What follows belongs to an exercise in optimizing a design on an open flow for small area and a short achievable clock period; a production flow would make more cautious choices. The RTL was checked by simulation tests, not by an equivalence proof against the original design.

// sigma_delta_dac_3rdorder
module sigma_delta_dac_3rdorder(
  input clk,
  input reset_n,
  input [15:0] d,
  output reg q
);
Size: ~500 cells after synthesis, roughly 71 flip-flops.
Settings: LEC_CHECK=0, CAP_MARGIN=20, CORE_MARGIN=2, CORE_UTILIZATION=40, SETUP_SLACK_MARGIN=3.9, SLEW_MARGIN=20; clock period 7.0 ns.
standard.sh (not shown) runs the stock make flow with config.mk's settings and CLKGATE_MAP_FILE= SYNTH_SCRIPT=/design/flow/synth_recipe.tcl, a recipe that flattens the netlist after the stock synthesis.
==> flow/flow/run.sh <==
#!/bin/bash
# The standard layout (standard.sh) with changes to how it is made:
#  - clock tree synthesis with its own options (below), without dummy loads;
#  - port buffers of the smallest buffer cell (every port still gets one);
#  - extra make settings: 
# Each tool's full output is in the ORFS logs under orfs/logs; make's own
# output is in standard.log.
bash standard.sh \
  "CTS_ARGS=-sink_clustering_enable -repair_clock_nets -buf_list sky130_fd_sc_hd__clkbuf_8 -dont_use_dummy_load" \
  "BUFFER_PORTS_ARGS=-buffer_cell sky130_fd_sc_hd__buf_1" \
   \
  finish > standard.log 2>&1
Edit:
- CORE_UTILIZATION: 40 -> 60
- SETUP_SLACK_MARGIN: 3.9 -> 3.7
- TNS_END_PERCENT: not set -> 0
Setup slack is worse by 0.040 ns.
Wire length came out lower by about 4.5%.
Clock-buffer cell count stays the same.
Sequential share of layout area came out higher by 2.4 points.
Global-route usage came out higher by 6.6 points.
Edit:
- CORE_UTILIZATION: 60 -> 75
- SETUP_SLACK_MARGIN: 3.7 -> 3.6
- TNS_END_PERCENT: 0 -> not set
Final area climbs by 1.6%.
Worst hold slack improves by 0.060 ns.
First-iteration DRC count went up by 10%.
Setup slack hardly moves.
Edit:
- CORE_UTILIZATION: 75 -> 60
- GPL_TIMING_DRIVEN: not set -> 1
- TNS_END_PERCENT: not set -> 0
Count of clock-buffer cells in the layout is unchanged.
Die area goes up by a quarter to a third.
Global-route usage goes down by 7.3 points.
Worst setup slack improved by 0.089 ns.
Critical path depth goes down by 3.
Synthesized cell count does not change.
Maximum frequency goes up by a few percent.
Design area goes down slightly.
Edit:
- CORE_UTILIZATION: 60 -> 40
- GPL_TIMING_DRIVEN: 1 -> not set
- TNS_END_PERCENT: 0 -> not set
What happened: The new run completed with no timing, DRC or antenna violations. Global-route usage came out lower by 7.3 points. Critical path depth came out higher by 2. Wire length came out higher by 2.3%. Die area came out higher by about 50%.
Edit:
- CORE_UTILIZATION: 40 -> 60
- SETUP_SLACK_MARGIN: 3.6 -> 3.65
- TNS_END_PERCENT: not set -> 0
After rerunning: Synthesized cell count is unchanged. Count of clock-buffer cells in the layout stays the same. Worst setup slack loses 0.031 ns. Non-clock buffer count increases by 1. Clock skew is higher by 0.018 ns. Critical path depth does not change. Design area is lower by a few percent. Via count falls slightly.


Setup of build 65:
sigma_delta_dac_3rdorder again, from the RTL that the note above started with.
// sigma_delta_dac_3rdorder
module sigma_delta_dac_3rdorder(
  input clk,
  input reset_n,
  input [15:0] d,
  output reg q
);
Settings: LEC_CHECK=0, CAP_MARGIN=20, CORE_MARGIN=2, CORE_UTILIZATION=65, SETUP_SLACK_MARGIN=3.6, SLEW_MARGIN=20, TNS_END_PERCENT=0; clock period 7.0 ns.
Scripts as last shown in full above: flow/flow/run.sh
For build 79, these inputs were changed with respect to build 65:
- swapping 65 for 55 in CORE_UTILIZATION
--- outcome ---
Build 79 ran to completion and came out clean on the timing, design-rule and antenna checks. Depth of the critical timing path with buffers and inverters included: build 79 > build 65. Compared with build 65, in build 79 total wire length -about 2.8%, tightest hold margin saw a decrease.
The following lists how build 96 was set up differently from build 79:
- CORE_UTILIZATION changed from 55 to 40
- TNS_END_PERCENT removed (was 0)
- SETUP_SLACK_MARGIN changed from 3.6 to 3.3
==> flow/flow/run.sh <==
#!/bin/bash
# The standard layout (standard.sh), with two changes to how it is made:
#  - clock tree synthesis with its own options (below), without dummy loads;
#  - port buffers of the smallest buffer cell (every port still gets one).
# Each tool's full output is in the ORFS logs under orfs/logs; make's own
# output is in standard.log.
bash standard.sh \
  "CTS_ARGS=-sink_clustering_enable -repair_clock_nets -buf_list sky130_fd_sc_hd__clkbuf_8 -dont_use_dummy_load" \
  "BUFFER_PORTS_ARGS=-buffer_cell sky130_fd_sc_hd__buf_1" \
  finish > standard.log 2>&1
Notes after the runs:
[build 96 vs build 79] design area: higher in build 96
Re count of unique library cells instantiated by Yosys: no difference whatsoever between build 79 and build 96.
Build 96 ended with less proportion of layout cells with a drive suffix above 1 than build 79.
[inputs] build 77 vs build 96
- CORE_UTILIZATION: 40 -> 60
- TNS_END_PERCENT: unset -> 0
==> flow/flow/run.sh <==
#!/bin/bash
# The standard layout (standard.sh) with changes to how it is made:
#  - synthesis: synth_recipe.tcl with the final ABC mapping script
#    flow/abc_map.script (flow/synth_abc.tcl);
#  - clock tree synthesis with clkbuf_8 buffers and no dummy loads;
#  - port buffers of the smallest buffer cell (every port still gets one).
# Each tool's full output is in the ORFS logs under orfs/logs; make's own
# output is in standard.log.
export FLOW_ABC_SCRIPT=$PWD/flow/abc_map.script
bash standard.sh \
  "SYNTH_SCRIPT=$PWD/flow/synth_abc.tcl" \
  "CTS_ARGS=-sink_clustering_enable -repair_clock_nets -buf_list sky130_fd_sc_hd__clkbuf_8 -dont_use_dummy_load" \
  "BUFFER_PORTS_ARGS=-buffer_cell sky130_fd_sc_hd__buf_1" \
   finish > standard.log 2>&1
==> flow/flow/abc_map.script (new file) <==
strash
dch -f
map -a
topo
stime -c
buffer -c
upsize -c
dnsize -c
==> flow/flow/synth_abc.tcl (new file) <==
# synth_recipe.tcl (the standard synthesis) with one change: the final ABC
# technology mapping runs flow/abc_map.script instead of ORFS's
# abc_speed.script.  Registers, flattening and renaming are as in
# synth_recipe.tcl.
proc synth {args} { yosys synth -nofsm -noshare {*}$args }
proc abc {args} {
  set i [lsearch -exact $args -script]
  if { $i >= 0 } { lset args [expr {$i + 1}] $::env(FLOW_ABC_SCRIPT) }
  puts "abc with script $::env(FLOW_ABC_SCRIPT)"
  yosys abc {*}$args
}
source $::env(SCRIPTS_DIR)/synth.tcl
# left out here: clear keep_hierarchy, flatten, clean up, hide names made inside functions, write 1_2_yosys.v
==> summary.txt <==
Sequential area share after synthesis: build 77 vs build 96 down 0.24 points
Build 77 against build 96: multiplexer fraction of the synthesized cell area decreased 0.18 points, via count flat.
#### Input delta (build 35 over build 77)
- SETUP_SLACK_MARGIN changed from 3.3 to 3.6
==> flow/flow/abc_map.script <==
strash
dch -f
map -p
topo
stime -c
buffer -c
upsize -c
dnsize -c
==> comparison <==
Delta(area overhead of the layout relative to synthesis, build 35 - build 77) > 0. Build 35 can be clocked faster than build 77. The number of rows in the core area of build 35 is higher than that of build 77. Summary of the comparison: post-layout utilization of the core is higher in build 35, relative to build 77. Looking at clock skew across both flows, build 35 is the weaker of the two, with build 77 ahead. Diff build 77 -> build 35 | smallest setup slack after layout | increase of 0.25 ns. Build 77 and build 35 ended up with nearly the same clock buffer instance count of the final layout.
The inputs of build 58 differ from those of build 35 as listed below.
==> flow/flow/run.sh <==
#!/bin/bash
# The standard layout (standard.sh) with changes to how it is made:
#  - clock tree synthesis with its own options (below), without dummy loads;
#  - port buffers of the smallest buffer cell (every port still gets one);
#  - extra make settings: SKIP_GATE_CLONING=1
# Each tool's full output is in the ORFS logs under orfs/logs; make's own
# output is in standard.log.
bash standard.sh \
  "CTS_ARGS=-sink_clustering_enable -repair_clock_nets -buf_list sky130_fd_sc_hd__clkbuf_8 -dont_use_dummy_load" \
  "BUFFER_PORTS_ARGS=-buffer_cell sky130_fd_sc_hd__buf_1" \
  SKIP_GATE_CLONING=1 \
  finish > standard.log 2>&1
removed: flow/flow/abc_map.script
removed: flow/flow/synth_abc.tcl
==> summary.txt <==
Build 58 vs. build 35: area enclosed by the die boundary down 7.1%, post-synthesis net count down about 8%.
Maximum fanout encountered on the critical timing path: build 35 and build 58 compared, higher one is build 35
Build 58: delay of the slowest critical-path stage higher than build 35

afterwards: timing with drivers on the ports:
In the flow no input, the clock included, has a driving cell. The finished layouts below were timed again as built, in two steps. Step 1 assumes that a clkbuf_16 drives the clock port and a buf_2 every other input. Step 2, shift: input delay + t, output delay - t, t = (earliest + latest rising clock arrival at the registers) / 2. This alone moves slack from input paths to output paths. Three values: no drivers, after step 1, after step 2; two values: the first two.
run | t, ns | slack for setup (ns) | hold slack, ns | clock arrival spread, ns | slew at the worst register clock pin (ns)
the first run of note 1 | 0.397 | 3.544 / 3.544 / 3.521 | 0.584 / 0.584 / 0.584 | 0.012 / 0.012 | 0.07 / 0.07
the second run of note 1 | 0.370 | 3.505 / 3.505 / 3.224 | 0.559 / 0.559 / 0.559 | 0.021 / 0.021 | 0.07 / 0.07
the third run of note 1 | 0.385 | 3.508 / 3.508 / 3.424 | 0.619 / 0.619 / 0.619 | 0.011 / 0.011 | 0.07 / 0.07
the fourth run of note 1 | 0.376 | 3.597 / 3.597 / 3.304 | 0.549 / 0.549 / 0.549 | 0.014 / 0.013 | 0.08 / 0.08
the fifth run of note 1 | 0.394 | 3.563 / 3.563 / 3.438 | 0.565 / 0.565 / 0.565 | 0.007 / 0.008 | 0.07 / 0.07
the sixth run of note 1 | 0.372 | 3.532 / 3.532 / 3.179 | 0.567 / 0.567 / 0.567 | 0.025 / 0.026 | 0.08 / 0.08
build 65 | 0.379 | 3.523 / 3.523 / 3.223 | 0.576 / 0.576 / 0.576 | 0.010 / 0.010 | 0.07 / 0.07
build 79 | 0.401 | 3.568 / 3.568 / 3.303 | 0.568 / 0.568 / 0.568 | 0.011 / 0.011 | 0.07 / 0.07
build 96 | 0.386 | 3.466 / 3.466 / 3.218 | 0.570 / 0.570 / 0.570 | 0.020 / 0.021 | 0.08 / 0.08
build 77 | 0.379 | 3.403 / 3.403 / 3.132 | 0.545 / 0.545 / 0.545 | 0.009 / 0.010 | 0.07 / 0.07
build 35 | 0.397 | 3.649 / 3.649 / 3.282 | 0.551 / 0.551 / 0.551 | 0.016 / 0.017 | 0.08 / 0.08
build 58 | 0.376 | 3.597 / 3.597 / 3.304 | 0.549 / 0.549 / 0.549 | 0.014 / 0.013 | 0.08 / 0.08
After both steps every run listed still meets setup and hold. The setup slack of build 35, which loses most, moves by 0.000 ns with the drivers and by -0.367 ns with both steps.
